Context: an optimization exercise on an open-source flow, tuned for small area, a short achievable clock period and few clock cycles per item. The choices shown serve that exercise and are no tape-out recipe.
Where RTL was checked, it was by simulation tests only, not by an equivalence proof against the original.
For run 2, only the layout was checked, not whether the RTL still works.
The flow treats the clock pin as an ideal source, which a real chip does not have.

## flow/design.v (module list and top-level ports; edited modules follow where they fit)
// module square_root32: 917 lines
module square_root32(
		input wire iCLOCK,
		input wire inRESET,
		input wire iDATA_REQ,
		output wire oDATA_BUSY,
		input wire [31:0] iDATA,
		output wire oDATA_VALID,
		input wire iDATA_BUSY,
		output wire [15:0] oDATA
	);
  // ...
==> flow/flow/run.sh <==
#!/bin/bash
# The standard layout (standard.sh, unchanged synthesis and steps), with:
# - a larger setup margin for ORFS's timing repair, so that repair works
#   towards a shorter achieved period;
# - port buffers of the smallest buffer cell (repair upsizes them as needed);
bash standard.sh SETUP_SLACK_MARGIN=10.5 BUFFER_PORTS_ARGS='-buffer_cell sky130_fd_sc_hd__buf_1' POST_CTS_TCL="$(pwd)/flow/flatten_clk.tcl" finish > standard.log 2>&1
==> flow/flow/flatten_clk.tcl <==
# Remove the clock tree's intermediate level: the root clock buffer then
# drives the leaf clock buffers directly. Every register keeps the same
# number of buffers (two) between the clock port and its clock pin.
set block [ord::get_db_block]
set root [$block findInst clkbuf_0_iCLOCK]
set rootnet [[$root findITerm X] getNet]
set mids {}
foreach it [$rootnet getITerms] {
  set inst [$it getInst]
  if {$inst eq $root} continue
  if {[string match "clkbuf_leaf_*" [$inst getName]]} continue
  lappend mids $inst
}
foreach inst $mids {
  if {![string match "clkbuf_*" [$inst getName]]} { error "unexpected load [$inst getName] on the root clock net" }
  set onet [[$inst findITerm X] getNet]
  set loads {}
  foreach it [$onet getITerms] { if {[$it getInst] ne $inst} { lappend loads $it } }
  set dummies {}
  foreach it $loads {
    if {[string match "clkload*" [[$it getInst] getName]]} { lappend dummies [$it getInst]; continue }
    if {![string match "clkbuf_leaf_*" [[$it getInst] getName]]} { error "unexpected load [[$it getInst] getName]" }
    $it disconnect
    $it connect $rootnet
  }
  puts "flatten_clk: removed [$inst getName], moved [llength $loads] leaf buffers to [$rootnet getName]"
  foreach d $dummies {
    puts "flatten_clk: removed dummy load [$d getName]"
    odb::dbInst_destroy $d
  }
  odb::dbInst_destroy $inst
  odb::dbNet_destroy $onet
}
==> flow/standard.sh <==
#!/bin/bash
# synth_recipe.tcl (not shown) runs the flow's synth.tcl, then flattens the netlist and writes it again
# the make line also repeats each setting of config.mk as NAME=value (left out here)
make -C /OpenROAD-flow-scripts/flow DESIGN_CONFIG=/design/flow/config.mk WORK_HOME=/design/flow/orfs CLKGATE_MAP_FILE= SYNTH_SCRIPT=/design/flow/synth_recipe.tcl "${@:-finish}"
==> flow/config.mk <==
export PLATFORM = sky130hd
export DESIGN_NAME = square_root32
export DESIGN_NICKNAME = square_root32
export VERILOG_FILES = /design/flow/design.v
export SDC_FILE = /design/flow/constraint.sdc
export NUM_CORES = 4
export LEC_CHECK = 0
export ABC_AREA = 1
export CAP_MARGIN = 20
export CORE_MARGIN = 2
export CORE_UTILIZATION = 74
export CTS_BUF_LIST = sky130_fd_sc_hd__clkbuf_16
export CTS_CLUSTER_DIAMETER = 80
export CTS_CLUSTER_SIZE = 28
export SLEW_MARGIN = 20
==> flow/constraint.sdc <==
create_clock -name core_clock -period 15.0 [get_ports {iCLOCK}]
set_input_delay 3.0000 -clock core_clock [delete_from_list [all_inputs] [get_ports {iCLOCK}]]
set_output_delay 3.0000 -clock core_clock [all_outputs]
set_load 0.01 [all_outputs]
==> notes.md, run 1 <==
# TYPE chip_impl_metric gauge
chip_impl_metric{name="placement_rows",unit=""} 49
chip_impl_metric{name="via_count_of_the_first_global_routing_pass",unit=""} 9360
chip_impl_info{name="worst_path_dominant_cell_family",value="flip-flops"} 1
chip_impl_metric{name="gpl.final_weighted_congestion",unit=""} 0.839
chip_impl_info{name="layout.cells.most_common_list",value="395 x sky130_fd_sc_hd__nand2_1, 218 x sky130_fd_sc_hd__inv_1, 214 x sky130_fd_sc_hd__edfxtp_1, 109 x sky130_fd_sc_hd__o21ai_0, 88 x sky130_fd_sc_hd__nor2_1"} 1
chip_impl_metric{name="fin_tns_setup",unit="ps"} 0
chip_impl_metric{name="dp_cells",unit=""} 1734
chip_impl_metric{name="synth_seq_cells",unit=""} 239
chip_impl_metric{name="synth.avg_cell_area",unit="um2"} 9.31
chip_impl_metric{name="clkbuf_count",unit=""} 11
chip_impl_metric{name="area_share_nonclk_buffers",unit=""} 0.0143
chip_impl_metric{name="crit_cells",unit=""} 1
chip_impl_info{name="crit-reg2reg-launch",value="x8[14]$_DFFE_PN_"} 1
chip_impl_info{name="run_status",value="finished clean"} 1
chip_impl_info{name="largest-register",value="x2"} 1
chip_impl_metric{name="initial_utilization",unit=""} 0.759
chip_impl_metric{name="critical_path.n_buffers_inverters",unit=""} 1
chip_impl_metric{name="drive_gt1_frac",unit=""} 0.0644
chip_impl_info{name="maxUsedRoutingLayer",value="met4"} 1
chip_impl_metric{name="fin_util",unit=""} 0.798
chip_impl_metric{name="synth_top_cell_area_share",unit=""} 0.470
chip_impl_metric{name="finalWorstSetupSlack",unit="ps"} 11040
chip_impl_metric{name="drv_slew",unit=""} 0
chip_impl_info{name="critical_path.startpoint",value="b_out_data[4]$_DFFE_PN_"} 1
Testbench counts, summed over its fixed seeds: cycles 12,056, items 12,000.
==> run 2: changes to the inputs <==
--- a/flow/design.v
+++ b/flow/design.v
@@ -101,134 +101,166 @@
 			r2 <= (ge1 ? d1[2:0] : t1[2:0]);
 			x2 <= x1[27:0];
 		end
 	end
 	wire [4:0] t2 = {r2, x2[27:26]};
 	wire [4:0] sn2 = {1'b1, ~q2, 2'b10};
 	wire h2_1g = (t2[1] & sn2[1]) | ((t2[1] | sn2[1]) & (t2[0] | sn2[0]));
 	wire h2_1p = (t2[1] | sn2[1]) & 1'b0;
-	wire h2_2g = (t2[3] & sn2[3]) | ((t2[3] | sn2[3]) & (t2[2] & sn2[2]));
-	wire h2_2p = (t2[3] | sn2[3]) & (t2[2] | sn2[2]);
-	wire h2_3g = h2_2g | (h2_2p & h2_1g);
-	wire h2_3p = h2_2p & h2_1p;
-	wire h2_4g = (t2[2] & sn2[2]) | ((t2[2] | sn2[2]) & h2_1g);
-	wire h2_4p = (t2[2] | sn2[2]) & h2_1p;
-	wire h2_5g = (t2[4] & sn2[4]) | ((t2[4] | sn2[4]) & h2_3g);
-	wire h2_5p = (t2[4] | sn2[4]) & h2_3p;
+	wire h2_2g = (t2[2] & sn2[2]) | ((t2[2] | sn2[2]) & (t2[1] & sn2[1]));
+	wire h2_2p = (t2[2] | sn2[2]) & (t2[1] | sn2[1]);
+	wire h2_3g = (t2[3] & sn2[3]) | ((t2[3] | sn2[3]) & (t2[2] & sn2[2]));
+	wire h2_3p = (t2[3] | sn2[3]) & (t2[2] | sn2[2]);
+	wire h2_4g = (t2[4] & sn2[4]) | ((t2[4] | sn2[4]) & (t2[3] & sn2[3]));
+	wire h2_4p = (t2[4] | sn2[4]) & (t2[3] | sn2[3]);
+	wire h2_5g = h2_2g | (h2_2p & (t2[0] | sn2[0]));
+	wire h2_5p = h2_2p & 1'b0;
+	wire h2_6g = h2_3g | (h2_3p & h2_1g);
+	wire h2_6p = h2_3p & h2_1p;
+	wire h2_7g = h2_4g | (h2_4p & h2_2g);
+	wire h2_7p = h2_4p & h2_2p;
+	wire h2_8g = h2_7g | (h2_7p & (t2[0] | sn2[0]));
+	wire h2_8p = h2_7p & 1'b0;
 	wire [5:0] d2;
 	assign d2[0] = ~(t2[0] ^ sn2[0]);
 	assign d2[1] = t2[1] ^ (sn2[1] ^ (t2[0] | sn2[0]));
 	assign d2[2] = t2[2] ^ (sn2[2] ^ h2_1g);
-	assign d2[3] = t2[3] ^ (sn2[3] ^ h2_4g);
-	assign d2[4] = t2[4] ^ (sn2[4] ^ h2_3g);
-	assign d2[5] = ~h2_5g;
+	assign d2[3] = t2[3] ^ (sn2[3] ^ h2_5g);
+	assign d2[4] = t2[4] ^ (sn2[4] ^ h2_6g);
+	assign d2[5] = ~h2_8g;
 	wire ge2 = !d2[5];
 	assign q3 = {q2, ge2};
 	assign r3 = (ge2 ? d2[3:0] : t2[3:0]);
 	assign x3 = x2[25:0];
 	wire [5:0] t3 = {r3, x3[25:24]};
 	wire [5:0] sn3 = {1'b1, ~q3, 2'b10};
 	wire h3_1g = (t3[1] & sn3[1]) | ((t3[1] | sn3[1]) & (t3[0] | sn3[0]));
 	wire h3_1p = (t3[1] | sn3[1]) & 1'b0;
-	wire h3_2g = (t3[3] & sn3[3]) | ((t3[3] | sn3[3]) & (t3[2] & sn3[2]));
-	wire h3_2p = (t3[3] | sn3[3]) & (t3[2] | sn3[2]);
-	wire h3_3g = (t3[5] & sn3[5]) | ((t3[5] | sn3[5]) & (t3[4] & sn3[4]));
-	wire h3_3p = (t3[5] | sn3[5]) & (t3[4] | sn3[4]);
-	wire h3_4g = h3_2g | (h3_2p & h3_1g);
-	wire h3_4p = h3_2p & h3_1p;
-	wire h3_5g = h3_3g | (h3_3p & h3_2g);
-	wire h3_5p = h3_3p & h3_2p;
-	wire h3_6g = h3_5g | (h3_5p & h3_1g);
-	wire h3_6p = h3_5p & h3_1p;
-	wire h3_7g = (t3[2] & sn3[2]) | ((t3[2] | sn3[2]) & h3_1g);
-	wire h3_7p = (t3[2] | sn3[2]) & h3_1p;
-	wire h3_8g = (t3[4] & sn3[4]) | ((t3[4] | sn3[4]) & h3_4g);
-	wire h3_8p = (t3[4] | sn3[4]) & h3_4p;
+	wire h3_2g = (t3[2] & sn3[2]) | ((t3[2] | sn3[2]) & (t3[1] & sn3[1]));
+	wire h3_2p = (t3[2] | sn3[2]) & (t3[1] | sn3[1]);
+	wire h3_3g = (t3[3] & sn3[3]) | ((t3[3] | sn3[3]) & (t3[2] & sn3[2]));
+	wire h3_3p = (t3[3] | sn3[3]) & (t3[2] | sn3[2]);
+	wire h3_4g = (t3[4] & sn3[4]) | ((t3[4] | sn3[4]) & (t3[3] & sn3[3]));
+	wire h3_4p = (t3[4] | sn3[4]) & (t3[3] | sn3[3]);
+	wire h3_5g = (t3[5] & sn3[5]) | ((t3[5] | sn3[5]) & (t3[4] & sn3[4]));
+	wire h3_5p = (t3[5] | sn3[5]) & (t3[4] | sn3[4]);
+	wire h3_6g = h3_2g | (h3_2p & (t3[0] | sn3[0]));
+	wire h3_6p = h3_2p & 1'b0;
+	wire h3_7g = h3_3g | (h3_3p & h3_1g);
+	wire h3_7p = h3_3p & h3_1p;
+	wire h3_8g = h3_4g | (h3_4p & h3_2g);
+	wire h3_8p = h3_4p & h3_2p;
+	wire h3_9g = h3_5g | (h3_5p & h3_3g);
+	wire h3_9p = h3_5p & h3_3p;
+	wire h3_10g = h3_8g | (h3_8p & (t3[0] | sn3[0]));
+	wire h3_10p = h3_8p & 1'b0;
+	wire h3_11g = h3_9g | (h3_9p & h3_1g);
+	wire h3_11p = h3_9p & h3_1p;
 	wire [6:0] d3;
 	assign d3[0] = ~(t3[0] ^ sn3[0]);
 	assign d3[1] = t3[1] ^ (sn3[1] ^ (t3[0] | sn3[0]));
 	assign d3[2] = t3[2] ^ (sn3[2] ^ h3_1g);
-	assign d3[3] = t3[3] ^ (sn3[3] ^ h3_7g);
-	assign d3[4] = t3[4] ^ (sn3[4] ^ h3_4g);
-	assign d3[5] = t3[5] ^ (sn3[5] ^ h3_8g);
-	assign d3[6] = ~h3_6g;
+	assign d3[3] = t3[3] ^ (sn3[3] ^ h3_6g);
+	assign d3[4] = t3[4] ^ (sn3[4] ^ h3_7g);
+	assign d3[5] = t3[5] ^ (sn3[5] ^ h3_10g);
+	assign d3[6] = ~h3_11g;
 	wire ge3 = !d3[6];
 	assign q4 = {q3, ge3};
 	assign r4 = (ge3 ? d3[4:0] : t3[4:0]);
 	assign x4 = x3[23:0];
 	wire [6:0] t4 = {r4, x4[23:22]};
 	wire [6:0] sn4 = {1'b1, ~q4, 2'b10};
 	wire h4_1g = (t4[1] & sn4[1]) | ((t4[1] | sn4[1]) & (t4[0] | sn4[0]));
 	wire h4_1p = (t4[1] | sn4[1]) & 1'b0;
-	wire h4_2g = (t4[3] & sn4[3]) | ((t4[3] | sn4[3]) & (t4[2] & sn4[2]));
-	wire h4_2p = (t4[3] | sn4[3]) & (t4[2] | sn4[2]);
-	wire h4_3g = (t4[5] & sn4[5]) | ((t4[5] | sn4[5]) & (t4[4] & sn4[4]));
-	wire h4_3p = (t4[5] | sn4[5]) & (t4[4] | sn4[4]);
-	wire h4_4g = h4_2g | (h4_2p & h4_1g);
-	wire h4_4p = h4_2p & h4_1p;
-	wire h4_5g = h4_3g | (h4_3p & h4_2g);
-	wire h4_5p = h4_3p & h4_2p;
-	wire h4_6g = h4_5g | (h4_5p & h4_1g);
-	wire h4_6p = h4_5p & h4_1p;
-	wire h4_7g = (t4[2] & sn4[2]) | ((t4[2] | sn4[2]) & h4_1g);
-	wire h4_7p = (t4[2] | sn4[2]) & h4_1p;
-	wire h4_8g = (t4[4] & sn4[4]) | ((t4[4] | sn4[4]) & h4_4g);
-	wire h4_8p = (t4[4] | sn4[4]) & h4_4p;
-	wire h4_9g = (t4[6] & sn4[6]) | ((t4[6] | sn4[6]) & h4_6g);
-	wire h4_9p = (t4[6] | sn4[6]) & h4_6p;
+	wire h4_2g = (t4[2] & sn4[2]) | ((t4[2] | sn4[2]) & (t4[1] & sn4[1]));
+	wire h4_2p = (t4[2] | sn4[2]) & (t4[1] | sn4[1]);
+	wire h4_3g = (t4[3] & sn4[3]) | ((t4[3] | sn4[3]) & (t4[2] & sn4[2]));
+	wire h4_3p = (t4[3] | sn4[3]) & (t4[2] | sn4[2]);
+	wire h4_4g = (t4[4] & sn4[4]) | ((t4[4] | sn4[4]) & (t4[3] & sn4[3]));
+	wire h4_4p = (t4[4] | sn4[4]) & (t4[3] | sn4[3]);
+	wire h4_5g = (t4[5] & sn4[5]) | ((t4[5] | sn4[5]) & (t4[4] & sn4[4]));
+	wire h4_5p = (t4[5] | sn4[5]) & (t4[4] | sn4[4]);
+	wire h4_6g = (t4[6] & sn4[6]) | ((t4[6] | sn4[6]) & (t4[5] & sn4[5]));
+	wire h4_6p = (t4[6] | sn4[6]) & (t4[5] | sn4[5]);
+	wire h4_7g = h4_2g | (h4_2p & (t4[0] | sn4[0]));
+	wire h4_7p = h4_2p & 1'b0;
+	wire h4_8g = h4_3g | (h4_3p & h4_1g);
+	wire h4_8p = h4_3p & h4_1p;
+	wire h4_9g = h4_4g | (h4_4p & h4_2g);
+	wire h4_9p = h4_4p & h4_2p;
+	wire h4_10g = h4_5g | (h4_5p & h4_3g);
+	wire h4_10p = h4_5p & h4_3p;
+	wire h4_11g = h4_6g | (h4_6p & h4_4g);
+	wire h4_11p = h4_6p & h4_4p;
+	wire h4_12g = h4_9g | (h4_9p & (t4[0] | sn4[0]));
+	wire h4_12p = h4_9p & 1'b0;
+	wire h4_13g = h4_10g | (h4_10p & h4_1g);
+	wire h4_13p = h4_10p & h4_1p;
+	wire h4_14g = h4_11g | (h4_11p & h4_7g);
+	wire h4_14p = h4_11p & h4_7p;
 	wire [7:0] d4;
 	assign d4[0] = ~(t4[0] ^ sn4[0]);
 	assign d4[1] = t4[1] ^ (sn4[1] ^ (t4[0] | sn4[0]));
 	assign d4[2] = t4[2] ^ (sn4[2] ^ h4_1g);
 	assign d4[3] = t4[3] ^ (sn4[3] ^ h4_7g);
-	assign d4[4] = t4[4] ^ (sn4[4] ^ h4_4g);
-	assign d4[5] = t4[5] ^ (sn4[5] ^ h4_8g);
-	assign d4[6] = t4[6] ^ (sn4[6] ^ h4_6g);
-	assign d4[7] = ~h4_9g;
+	assign d4[4] = t4[4] ^ (sn4[4] ^ h4_8g);
+	assign d4[5] = t4[5] ^ (sn4[5] ^ h4_12g);
+	assign d4[6] = t4[6] ^ (sn4[6] ^ h4_13g);
+	assign d4[7] = ~h4_14g;
 	wire ge4 = !d4[7];
 	assign q5 = {q4, ge4};
 	assign r5 = (ge4 ? d4[5:0] : t4[5:0]);
 	assign x5 = x4[21:0];
 	wire [7:0] t5 = {r5, x5[21:20]};
 	wire [7:0] sn5 = {1'b1, ~q5, 2'b10};
 	wire h5_1g = (t5[1] & sn5[1]) | ((t5[1] | sn5[1]) & (t5[0] | sn5[0]));
 	wire h5_1p = (t5[1] | sn5[1]) & 1'b0;
-	wire h5_2g = (t5[3] & sn5[3]) | ((t5[3] | sn5[3]) & (t5[2] & sn5[2]));
-	wire h5_2p = (t5[3] | sn5[3]) & (t5[2] | sn5[2]);
-	wire h5_3g = (t5[5] & sn5[5]) | ((t5[5] | sn5[5]) & (t5[4] & sn5[4]));
-	wire h5_3p = (t5[5] | sn5[5]) & (t5[4] | sn5[4]);
-	wire h5_4g = (t5[7] & sn5[7]) | ((t5[7] | sn5[7]) & (t5[6] & sn5[6]));
-	wire h5_4p = (t5[7] | sn5[7]) & (t5[6] | sn5[6]);
-	wire h5_5g = h5_2g | (h5_2p & h5_1g);
-	wire h5_5p = h5_2p & h5_1p;
-	wire h5_6g = h5_3g | (h5_3p & h5_2g);
-	wire h5_6p = h5_3p & h5_2p;
-	wire h5_7g = h5_4g | (h5_4p & h5_3g);
-	wire h5_7p = h5_4p & h5_3p;
-	wire h5_8g = h5_6g | (h5_6p & h5_1g);
-	wire h5_8p = h5_6p & h5_1p;
-	wire h5_9g = h5_7g | (h5_7p & h5_5g);
-	wire h5_9p = h5_7p & h5_5p;
-	wire h5_10g = (t5[2] & sn5[2]) | ((t5[2] | sn5[2]) & h5_1g);
-	wire h5_10p = (t5[2] | sn5[2]) & h5_1p;
-	wire h5_11g = (t5[4] & sn5[4]) | ((t5[4] | sn5[4]) & h5_5g);
-	wire h5_11p = (t5[4] | sn5[4]) & h5_5p;
-	wire h5_12g = (t5[6] & sn5[6]) | ((t5[6] | sn5[6]) & h5_8g);
-	wire h5_12p = (t5[6] | sn5[6]) & h5_8p;
+	wire h5_2g = (t5[2] & sn5[2]) | ((t5[2] | sn5[2]) & (t5[1] & sn5[1]));
+	wire h5_2p = (t5[2] | sn5[2]) & (t5[1] | sn5[1]);
+	wire h5_3g = (t5[3] & sn5[3]) | ((t5[3] | sn5[3]) & (t5[2] & sn5[2]));
+	wire h5_3p = (t5[3] | sn5[3]) & (t5[2] | sn5[2]);
+	wire h5_4g = (t5[4] & sn5[4]) | ((t5[4] | sn5[4]) & (t5[3] & sn5[3]));
+	wire h5_4p = (t5[4] | sn5[4]) & (t5[3] | sn5[3]);
+	wire h5_5g = (t5[5] & sn5[5]) | ((t5[5] | sn5[5]) & (t5[4] & sn5[4]));
+	wire h5_5p = (t5[5] | sn5[5]) & (t5[4] | sn5[4]);
+	wire h5_6g = (t5[6] & sn5[6]) | ((t5[6] | sn5[6]) & (t5[5] & sn5[5]));
+	wire h5_6p = (t5[6] | sn5[6]) & (t5[5] | sn5[5]);
+	wire h5_7g = (t5[7] & sn5[7]) | ((t5[7] | sn5[7]) & (t5[6] & sn5[6]));
+	wire h5_7p = (t5[7] | sn5[7]) & (t5[6] | sn5[6]);
+	wire h5_8g = h5_2g | (h5_2p & (t5[0] | sn5[0]));
+	wire h5_8p = h5_2p & 1'b0;
+	wire h5_9g = h5_3g | (h5_3p & h5_1g);
+	wire h5_9p = h5_3p & h5_1p;
+	wire h5_10g = h5_4g | (h5_4p & h5_2g);
+	wire h5_10p = h5_4p & h5_2p;
+	wire h5_11g = h5_5g | (h5_5p & h5_3g);
+	wire h5_11p = h5_5p & h5_3p;
+	wire h5_12g = h5_6g | (h5_6p & h5_4g);
+	wire h5_12p = h5_6p & h5_4p;
+	wire h5_13g = h5_7g | (h5_7p & h5_5g);
+	wire h5_13p = h5_7p & h5_5p;
+	wire h5_14g = h5_10g | (h5_10p & (t5[0] | sn5[0]));
+	wire h5_14p = h5_10p & 1'b0;
+	wire h5_15g = h5_11g | (h5_11p & h5_1g);
+	wire h5_15p = h5_11p & h5_1p;
+	wire h5_16g = h5_12g | (h5_12p & h5_8g);
+	wire h5_16p = h5_12p & h5_8p;
+	wire h5_17g = h5_13g | (h5_13p & h5_9g);
+	wire h5_17p = h5_13p & h5_9p;
 	wire [8:0] d5;
 	assign d5[0] = ~(t5[0] ^ sn5[0]);
 	assign d5[1] = t5[1] ^ (sn5[1] ^ (t5[0] | sn5[0]));
 	assign d5[2] = t5[2] ^ (sn5[2] ^ h5_1g);
-	assign d5[3] = t5[3] ^ (sn5[3] ^ h5_10g);
-	assign d5[4] = t5[4] ^ (sn5[4] ^ h5_5g);
-	assign d5[5] = t5[5] ^ (sn5[5] ^ h5_11g);
-	assign d5[6] = t5[6] ^ (sn5[6] ^ h5_8g);
-	assign d5[7] = t5[7] ^ (sn5[7] ^ h5_12g);
-	assign d5[8] = ~h5_9g;
+	assign d5[3] = t5[3] ^ (sn5[3] ^ h5_8g);
+	assign d5[4] = t5[4] ^ (sn5[4] ^ h5_9g);
+	assign d5[5] = t5[5] ^ (sn5[5] ^ h5_14g);
+	assign d5[6] = t5[6] ^ (sn5[6] ^ h5_15g);
+	assign d5[7] = t5[7] ^ (sn5[7] ^ h5_16g);
+	assign d5[8] = ~h5_17g;
 	wire ge5 = !d5[8];
 	always @(posedge iCLOCK) begin
 		if (adv) begin
 			qn6 <= ~{q5, ge5};
 			r6 <= (ge5 ? d5[6:0] : t5[6:0]);
 			x6 <= x5[19:0];
 		end
 	end
@@ -902,18 +934,13 @@
 		end else if (!b_skid_valid) begin
 			b_skid_valid <= b_v6;
 		end
 	end
 	always @(posedge iCLOCK) begin
 		if (out_free) b_out_data <= b_skid_valid ? b_skid_data : res;
 		if (!b_skid_valid) b_skid_data <= res;
 	end
-	reg b_busy;
-	always @(posedge iCLOCK or negedge inRESET) begin
-		if (!inRESET) b_busy <= 1'b0;
-		else b_busy <= !out_free && (b_busy || b_v6);
-	end
-	assign oDATA_BUSY = b_busy;
+	assign oDATA_BUSY = b_skid_valid;
 	assign oDATA_VALID = b_out_valid;
 	assign oDATA = b_out_data;
 endmodule
 `default_nettype wire
==> flow/flow/run.sh (replaced) <==
#!/bin/bash
# The standard layout (standard.sh, unchanged synthesis and steps), with:
# - a larger setup margin for ORFS's timing repair, so that repair works
#   towards a shorter achieved period;
# - port buffers of the smallest buffer cell (repair upsizes them as needed);
bash standard.sh SETUP_SLACK_MARGIN=10.9 BUFFER_PORTS_ARGS='-buffer_cell sky130_fd_sc_hd__buf_1' POST_CTS_TCL="$(pwd)/flow/flatten_clk.tcl" finish > standard.log 2>&1
==> flow/config.mk (replaced) <==
export PLATFORM = sky130hd
export DESIGN_NAME = square_root32
export DESIGN_NICKNAME = square_root32
export VERILOG_FILES = /design/flow/design.v
export SDC_FILE = /design/flow/constraint.sdc
export NUM_CORES = 4
export LEC_CHECK = 0
export ABC_AREA = 1
export CAP_MARGIN = 20
export CORE_MARGIN = 2
export CORE_UTILIZATION = 68
export CTS_BUF_LIST = sky130_fd_sc_hd__clkbuf_16
export CTS_CLUSTER_DIAMETER = 80
export CTS_CLUSTER_SIZE = 28
export SLEW_MARGIN = 20
==> run 2 against run 1 <==
Effect of this change: via count is 2.8% higher; clock skew is 8.2 ps lower; cell area is 2.3% higher; synthesized cell count is 1.5% higher; cell count is 4.3% higher; fmax is 3.4% lower; non-clock buffer count is 12 higher; critical endpoint is now oDATA_BUSY; still clean; utilization is 4.7 points lower; first-iteration DRC count is 8.6% lower; count of clock-buffer cells in the layout is 1 higher; global-route usage is 0.71 points lower.
==> notes.md, run 2 <==
# TYPE chip_impl_metric gauge
chip_impl_metric{name="first_iter_violations",unit=""} 616
chip_impl_metric{name="final.hold.worst_slack",unit="ps"} 411
chip_impl_metric{name="dieWidth",unit="um"} 146
chip_impl_metric{name="synth_seq_cells",unit=""} 238
chip_impl_metric{name="path_clk_slew",unit="ps"} 100
chip_impl_metric{name="post-route-period-util",unit=""} 0.273
chip_impl_metric{name="wl_met2",unit="mm"} 12.5
chip_impl_metric{name="flow.area_growth_from_synthesis",unit="%"} 8.03
chip_impl_metric{name="diodes",unit=""} 0
chip_impl_metric{name="post-place-ws",unit="ps"} 10920
chip_impl_metric{name="route.antenna.remaining_nets",unit=""} 0
chip_impl_metric{name="synth_warnings",unit=""} 1
chip_impl_info{name="regToRegEndpoint",value="r6[0]$_DFFE_PN_"} 1
chip_impl_metric{name="design.core.area",unit="um2"} 19600
chip_impl_metric{name="final_cells",unit=""} 1827
chip_impl_info{name="critical_path.startpoint",value="b_skid_valid$_DFF_PN0_"} 1
chip_impl_info{name="critical_path.cell_chain",value="buf_12 > buf_6"} 1
chip_impl_metric{name="io-pin-count",unit=""} 54
chip_impl_metric{name="total_setup_violations_reported_at_the_end_of_the_flow",unit=""} 0
chip_impl_metric{name="synth.avg_cell_area",unit="um2"} 9.14
chip_impl_metric{name="die-area",unit="um2"} 21200
chip_impl_metric{name="fmax",unit="MHz"} 244
chip_impl_metric{name="wl_per_cell",unit="um"} 14.1
chip_impl_info{name="synth.most_common_cell",value="sky130_fd_sc_hd__nand2_1"} 1
chip_impl_metric{name="finalWorstSetupSlack",unit="ps"} 10910
chip_impl_metric{name="drt-vias-per-instance",unit=""} 5.40
chip_impl_metric{name="grt.total_usage",unit=""} 0.254
chip_impl_metric{name="wire_length_of_the_first_global_routing_pass",unit="mm"} 43.3
chip_impl_metric{name="layout.filler_cells",unit=""} 1433
chip_impl_metric{name="critical_path_required",unit="ps"} 12000
chip_impl_metric{name="firstDrtPassIters",unit=""} 5
chip_impl_metric{name="r2r_setup_slack",unit="ps"} 11170
chip_impl_metric{name="routed_wirelength",unit="mm"} 25.7
chip_impl_info{name="layout_commonest_cell",value="sky130_fd_sc_hd__nand2_1"} 1
chip_impl_metric{name="fin_tns_setup",unit="ps"} 0
chip_impl_info{name="netlist_top_cells_area",value="sky130_fd_sc_hd__edfxtp_1 47%, sky130_fd_sc_hd__nand2_1 12%, sky130_fd_sc_hd__inv_1 6.1%"} 1
chip_impl_metric{name="synth_edf_count",unit=""} 214
chip_impl_metric{name="final_nets",unit=""} 1658
chip_impl_metric{name="skew",unit="ps"} 14.4
chip_impl_metric{name="via_count",unit=""} 9869
chip_impl_info{name="endpoint",value="oDATA_BUSY"} 1
chip_impl_info{name="critPathLaunchType",value="register"} 1
chip_impl_info{name="run_status",value="finished clean"} 1
chip_impl_metric{name="die_height",unit="um"} 146
chip_impl_metric{name="initial_utilization",unit=""} 0.696
chip_impl_info{name="crit-reg2reg-launch",value="qn2[1]$_DFFE_PN_"} 1
chip_impl_metric{name="max-cap-violations",unit=""} 0
chip_impl_metric{name="wirelength_met1",unit="mm"} 11.5
chip_impl_metric{name="synth_cell_types",unit=""} 55
chip_impl_metric{name="critical_path.n_buffers_inverters",unit=""} 2
chip_impl_metric{name="largest_reg_flops",unit=""} 28
chip_impl_metric{name="synth_top_cell_area_share",unit=""} 0.471
chip_impl_info{name="critical_path.endpoint_type",value="output port"} 1
chip_impl_metric{name="tightestPinTransition",unit="ps"} 835
chip_impl_metric{name="gpl.final_weighted_congestion",unit=""} 0.868
chip_impl_metric{name="drive_gt1_frac",unit=""} 0.0621
chip_impl_metric{name="clkLatencyLatePin",unit="ps"} 440
chip_impl_info{name="timing.critical_path.slowest_stage_cell",value="sky130_fd_sc_hd__dfrtp_1"} 1
chip_impl_info{name="crit_type",value="reg -> out"} 1
chip_impl_metric{name="async_reset_ff_frac",unit=""} 0.0336
chip_impl_info{name="yosys.area.top_type",value="sky130_fd_sc_hd__edfxtp_1"} 1
chip_impl_metric{name="report.final.hold_viol_count",unit=""} 0
chip_impl_metric{name="crit_cells",unit=""} 2
chip_impl_metric{name="placement_rows",unit=""} 51
chip_impl_metric{name="maxSlewHeadroom",unit=""} 0.440
chip_impl_metric{name="grt_antenna_before_repair",unit=""} 0
chip_impl_metric{name="remaining_drc_errors",unit=""} 0
chip_impl_info{name="worst_path_dominant_cell_family",value="flip-flops"} 1
chip_impl_info{name="worst_hold_startpoint",value="x10[7]$_DFFE_PN_"} 1
chip_impl_metric{name="detailedPlacementHpwl",unit="mm"} 18.6
chip_impl_metric{name="largest_fanout_on_the_critical_path",unit=""} 2
chip_impl_metric{name="via_count_of_the_first_global_routing_pass",unit=""} 9223
chip_impl_metric{name="grt.overflow.total",unit=""} 0
chip_impl_info{name="layout.cells.most_common_list",value="420 x sky130_fd_sc_hd__nand2_1, 220 x sky130_fd_sc_hd__inv_1, 214 x sky130_fd_sc_hd__edfxtp_1, 119 x sky130_fd_sc_hd__o21ai_0, 95 x sky130_fd_sc_hd__nor2_1"} 1
chip_impl_metric{name="clock_sinks",unit=""} 238
chip_impl_metric{name="number_of_input_and_output_port_buffers_inserted",unit=""} 53
chip_impl_info{name="synth-main-ff-cell",value="sky130_fd_sc_hd__edfxtp_1"} 1
chip_impl_metric{name="final_period_minus_worst_setup_slack",unit="ps"} 4090
chip_impl_info{name="largest_registers",value="x2: 28 flops, x6: 20 flops"} 1
chip_impl_metric{name="number_of_instances_in_the_synthesized_netlist",unit=""} 1491
chip_impl_metric{name="maximum_number_of_pins_on_one_net_before_global_route_repair",unit=""} 116
chip_impl_info{name="maxUsedRoutingLayer",value="met4"} 1
chip_impl_info{name="ys_top_cells_by_count",value="421 x sky130_fd_sc_hd__nand2_1, 221 x sky130_fd_sc_hd__inv_1, 214 x sky130_fd_sc_hd__edfxtp_1, 121 x sky130_fd_sc_hd__o21ai_0, 95 x sky130_fd_sc_hd__nor2_1"} 1
chip_impl_metric{name="hold_path_cells",unit=""} 0
chip_impl_metric{name="synth_nets",unit=""} 1594
chip_impl_metric{name="synth_seq_area_share",unit=""} 0.510
chip_impl_metric{name="worst-r2r-cell-count",unit=""} 26
chip_impl_metric{name="data_arrival_time_at_the_worst_slack_endpoint",unit="ps"} 1090
chip_impl_metric{name="drv_slew",unit=""} 0
chip_impl_info{name="largest-register",value="x2"} 1
chip_impl_metric{name="fin_util",unit=""} 0.752
chip_impl_metric{name="wl_met3",unit="mm"} 1.25
chip_impl_info{name="cts_tree",value="built"} 1
chip_impl_metric{name="netlist_area",unit="um2"} 13600
chip_impl_info{name="hold_path_class",value="reg -> reg"} 1
chip_impl_metric{name="cpPeakStageDelay",unit="ps"} 420
chip_impl_metric{name="dp_cells",unit=""} 1794
chip_impl_info{name="rsz0062_at_grt",value="yes"} 1
## run 2: how the worst min path moves through the flow
stage	to	slack, ps
2_1_floorplan	x10[0]$_DFFE_PN_	400
3_3_place_gp	x10[1]$_DFFE_PN_	400
3_5_place_dp	x10[2]$_DFFE_PN_	400
5_1_grt	x12[7]$_DFFE_PN_	410
6_report	x12[7]$_DFFE_PN_	410
## run 2: per-layer routing
layer,up-vias,global-route usage
li1,4988,-
met1,4621,0.345
met2,218,0.419
met3,42,0.0561
met4,0,0.0652
met5,-,0
## run 2: kinds of logic after synthesis
family | Yosys count | synth area share
XOR/XNOR | 64 | 0.0421
AND/OR/NAND/NOR | 652 | 0.207
AO/OA/AOI/OAI | 216 | 0.0846
adder cells (fa/ha/maj) | 67 | 0.0830
multiplexers | 2 | 0.00147
flip-flops | 238 | 0.510
buffers and inverters | 252 | 0.0724
## run 2: worst reg2reg max path: cells and delay by family (launching register included)
family | cells | cell delay (ps)
fa+ha+maj | 3 | 620
simple gates | 15 | 1580
compound gates | 3 | 490
buf+inv | 5 | 450
flops | 1 | 440
## run 2: layout make-up
class / count / area, um2 / share of cell area
clock buffer: 12 / 300 / 0.0204
timing repair buffer: 66 / 370 / 0.0251
tap: 265 / 332 / 0.0225
clock inverter: 9 / 111 / 0.00756
inverter: 235 / 897 / 0.0609
multi-input combinational: 1002 / 5770 / 0.392
sequential: 238 / 6950 / 0.472
## run 2: per-stage QoR
step	area (um2)
floorplan	13600
global placement	14100
detailed placement	14100
global route	14700
finish	14700

what the ideal ports hide:
The results above use ideal ports. As a check the final layouts listed here were re-extracted and re-timed, cells and wires unchanged.
Step 1 assumes that a clkbuf_16 drives the clock port and a buf_2 every other input.
Step 2 times the ports against the registers' clock, not the clock port: input delays grow and output delays shrink by t, the midpoint of the rising clock arrivals with the driver on.
Slacks: ideal ports / drivers / drivers and shift; pairs: ideal ports / drivers.
run | shift t [ns] | setup WS [ns] | latest minus earliest clock arrival (ns)
run 1 | 0.458 | 11.044 / 11.002 / 10.876 | 0.028 / 0.027
run 2 | 0.474 | 10.906 / 10.862 / 10.954 | 0.015 / 0.014
After both steps setup and hold are still met in every run listed. For run 1, which loses most, drivers alone change the setup slack by -0.042 ns; drivers and shift together by -0.168 ns.
